This design comes from an exercise in tuning for small area on the open sky130 flow, not from production work. The RTL was checked by simulation tests, not by an equivalence proof against the original design. Power is estimated from default activity; no workload was simulated.

Setup of lane 1:
==> flow/design.v <==
module DFF_pos (D, CLK, Q);
input [31:0]D;
input CLK;
output reg [31:0] Q;
always @(posedge CLK)
     Q <= D; 
endmodule 
module RF_32 (Ra,Rb,Add,CLK,D,RD_en,WR_en,Qa,Qb);
input [4:0] Ra, Rb, Add;
input [31:0]  D;
input RD_en,CLK,WR_en;
output [31:0]  Qa,Qb;
reg  [31:0] w_d;
reg  [4:0]  w_add;
reg         w_en;
always @(posedge CLK)
begin
    w_d   <= D;
    w_add <= Add;
    w_en  <= WR_en;
end
reg [1023:0] q_reg;
wire [31:0] w_sel = w_en ? (32'b1 << w_add) : 32'b0;
genvar i, b;
generate
    for (i = 0; i < 32; i = i + 1) begin : regs
        always @(posedge CLK)
            if (w_sel[i])
                q_reg[32*i +: 32] <= w_d;
    end
endgenerate
wire [31:0] sel_a = RD_en ? (32'b1 << Ra) : 32'b0;
wire [31:0] sel_b = RD_en ? (32'b1 << Rb) : 32'b0;
generate
    for (b = 0; b < 32; b = b + 1) begin : rd
        wire [31:0] col;
        for (i = 0; i < 32; i = i + 1) begin : c
            assign col[i] = q_reg[32*i + b];
        end
        RD_bit rda (.sel(sel_a), .col(col), .q(Qa[b]));
        RD_bit rdb (.sel(sel_b), .col(col), .q(Qb[b]));
    end
endgenerate
endmodule
module RD_bit (sel, col, q);
input [31:0] sel, col;
output q;
wire [9:0]  g_n;
wire [2:0]  p;
genvar k;
generate
    for (k = 0; k < 10; k = k + 1) begin : g
        AOI3 aoi (.s(sel[3*k +: 3]), .d(col[3*k +: 3]), .y(g_n[k]));
    end
endgenerate
NAND4 n0 (.a(g_n[3:0]), .y(p[0]));
NAND4 n1 (.a(g_n[7:4]), .y(p[1]));
TAIL n2 (.g(g_n[9:8]), .s(sel[31:30]), .d(col[31:30]), .y(p[2]));
assign q = |p;
endmodule
module AOI3 (s, d, y);
input [2:0] s, d;
output y;
assign y = ~((s[0] & d[0]) | (s[1] & d[1]) | (s[2] & d[2]));
endmodule
module TAIL (g, s, d, y);
input [1:0] g, s, d;
output y;
assign y = ~(g[0] & g[1] & ~((s[0] & d[0]) | (s[1] & d[1])));
endmodule
module NAND4 (a, y);
input [3:0] a;
output y;
assign y = ~&a;
endmodule
export LEC_CHECK = 0
export CAP_MARGIN = 20
export CORE_MARGIN = 2
export CORE_UTILIZATION = 70
export SLEW_MARGIN = 20
export SYNTH_HIERARCHICAL = 1
create_clock -name core_clock -period 10.0 [get_ports {CLK}]
standard.sh (not shown) runs the stock make flow with config.mk's settings and CLKGATE_MAP_FILE= SYNTH_SCRIPT=/design/flow/synth_recipe.tcl, a recipe that flattens the netlist after the stock synthesis.
==> flow/flow/run.sh <==
#!/bin/bash
# Standard ORFS layout (the standard.sh, unchanged synthesis), with two changes:
# the port buffers use the smallest buffer cell, and clock tree synthesis uses
# clkbuf_4 cluster buffers without dummy balancing loads.
set -euo pipefail
bash standard.sh \
  "BUFFER_PORTS_ARGS=-buffer_cell sky130_fd_sc_hd__buf_1" \
  "CTS_ARGS=-sink_clustering_enable -repair_clock_nets -dont_use_dummy_load -buf_list sky130_fd_sc_hd__clkbuf_4 -sink_clustering_size 8 -sink_clustering_max_diameter 40" \
  finish > standard_make.log 2>&1
Modified inputs, lane 2 compared to lane 1
==> flow/flow/run.sh <==
#!/bin/bash
# Standard ORFS layout (the standard.sh, unchanged synthesis), with these changes:
# - the port buffers use the smallest buffer cell (buf_1);
# - after the placement repair, gates that were upsized but drive only a buffer
#   are returned to their smallest size (flow/fix.tcl);
# - clock tree synthesis uses small clkbuf_4 cluster buffers, without dummy loads.
# All tool output goes to the ORFS logs under orfs/logs and to standard_make.log.
set -euo pipefail
bash standard.sh \
  "BUFFER_PORTS_ARGS=-buffer_cell sky130_fd_sc_hd__buf_1" \
  "POST_RESIZE_TCL=$PWD/flow/fix.tcl" \
  "CTS_ARGS=-sink_clustering_enable -repair_clock_nets -dont_use_dummy_load -buf_list sky130_fd_sc_hd__clkbuf_4 -sink_clustering_size 10 -sink_clustering_max_diameter 50" \
  finish > standard_make.log 2>&1
==> flow/flow/fix.tcl (new file) <==
# Area recovery after placement repair: a logic gate that was upsized but now
# drives only a single buffer goes back to its smallest size, and oversized
# buffers go down to buf_4. repair_design then fixes any slew this causes.
proc my_fix_sizes {} {
  set block [ord::get_db_block]
  set nd 0
  set nb 0
  foreach inst [$block getInsts] {
    set m [[$inst getMaster] getName]
    if {[regexp {^(sky130_fd_sc_hd__(nor|nand|and|or|a2|o2|a3|o3|inv|mux)[a-z0-9_]*)_([248])$} $m -> base]} {
      if {[string match *buf* $m]} { continue }
      foreach it [$inst getITerms] {
        if {![$it isOutputSignal]} { continue }
        set net [$it getNet]
        if {$net eq "NULL"} { continue }
        set sinks 0
        set allbuf 1
        foreach t [$net getITerms] {
          if {[$t isInputSignal]} {
            incr sinks
            if {![string match *__buf_* [[[$t getInst] getMaster] getName]]} { set allbuf 0 }
          }
        }
        if {[llength [$net getBTerms]] > 0} { set allbuf 0 }
        if {$sinks == 1 && $allbuf} {
          replace_cell [$inst getName] ${base}_1
          incr nd
        }
      }
    } elseif {[regexp {^sky130_fd_sc_hd__buf_(6|8|12|16)$} $m]} {
      replace_cell [$inst getName] sky130_fd_sc_hd__buf_4
      incr nb
    }
  }
  puts "my_fix_sizes: downsized $nd gates driving one buffer, $nb large buffers"
}

my_fix_sizes
### Flow results
Compare lane 1 and lane 2 | data-path buffer share of cell area in the final layout lower: lane 2
Between lane 1 and lane 2, the flow reports non-clock buffer count decreasing slightly.
Lane 2 vs. lane 1: die area held; met1 track utilization from global routing did not really move; combinational group share of total power shows no meaningful change; worst slew margin relative to its limit increased 1.0 points.
For lane 2, the endpoint of the worst setup timing path was Qb[9], unlike lane 1, where it was Qb[23].
diff inputs: lane 2 => lane 3
- CORE_UTILIZATION now 80, was 70
diff --git a/flow/flow/run.sh b/flow/flow/run.sh
--- a/flow/flow/run.sh
+++ b/flow/flow/run.sh
@@ -10,4 +10,4 @@
   "BUFFER_PORTS_ARGS=-buffer_cell sky130_fd_sc_hd__buf_1" \
   "POST_RESIZE_TCL=$PWD/flow/fix.tcl" \
-  "CTS_ARGS=-sink_clustering_enable -repair_clock_nets -dont_use_dummy_load -buf_list sky130_fd_sc_hd__clkbuf_4 -sink_clustering_size 10 -sink_clustering_max_diameter 50" \
+  "CTS_ARGS=-sink_clustering_enable -repair_clock_nets -dont_use_dummy_load -buf_list sky130_fd_sc_hd__clkbuf_4 -sink_clustering_size 8 -sink_clustering_max_diameter 40" \
   finish > standard_make.log 2>&1
Findings:
- Compared with lane 2, lane 3 degrades global-route wire length before repair.
- Number of iterations in the first detailed-routing pass of lane 3 falls short of that of lane 2 by more than a quarter.
- Lane 3 ends up with higher final weighted congestion in routability-driven placement than lane 2 does.

port drivers added, routing unchanged:
How much do the figures lean on ideal ports? The routed layouts below were timed once more, with nothing changed but the port constraints.
Step 1 assumes that a clkbuf_16 drives the clock port and a buf_2 every other input.
Step 2 times the ports against the registers' clock, not the clock port: input delays grow and output delays shrink by t, the midpoint of the rising clock arrivals with the driver on.
a / b / c = no drivers / after step 1 / after step 2; a / b = the first two.
run | t, ns | setup WS [ns] | hold slack, ns | worst setup path at the end | latest minus earliest clock arrival (ns)
lane 1 | 1.074 | 2.596 / 2.572 / 2.572 | 0.745 / 0.745 / 0.745 | input to output | 0.112 / 0.111
lane 2 | 1.022 | 2.722 / 2.698 / 2.698 | 0.780 / 0.780 / 0.780 | input to output | 0.091 / 0.091
lane 3 | 1.165 | 2.393 / 2.361 / 2.361 | 0.756 / 0.756 / 0.756 | input to output | 0.100 / 0.101
After both steps setup and hold are still met in every run listed. For lane 3, which loses most, drivers alone change the setup slack by -0.032 ns; drivers and shift together by -0.032 ns.
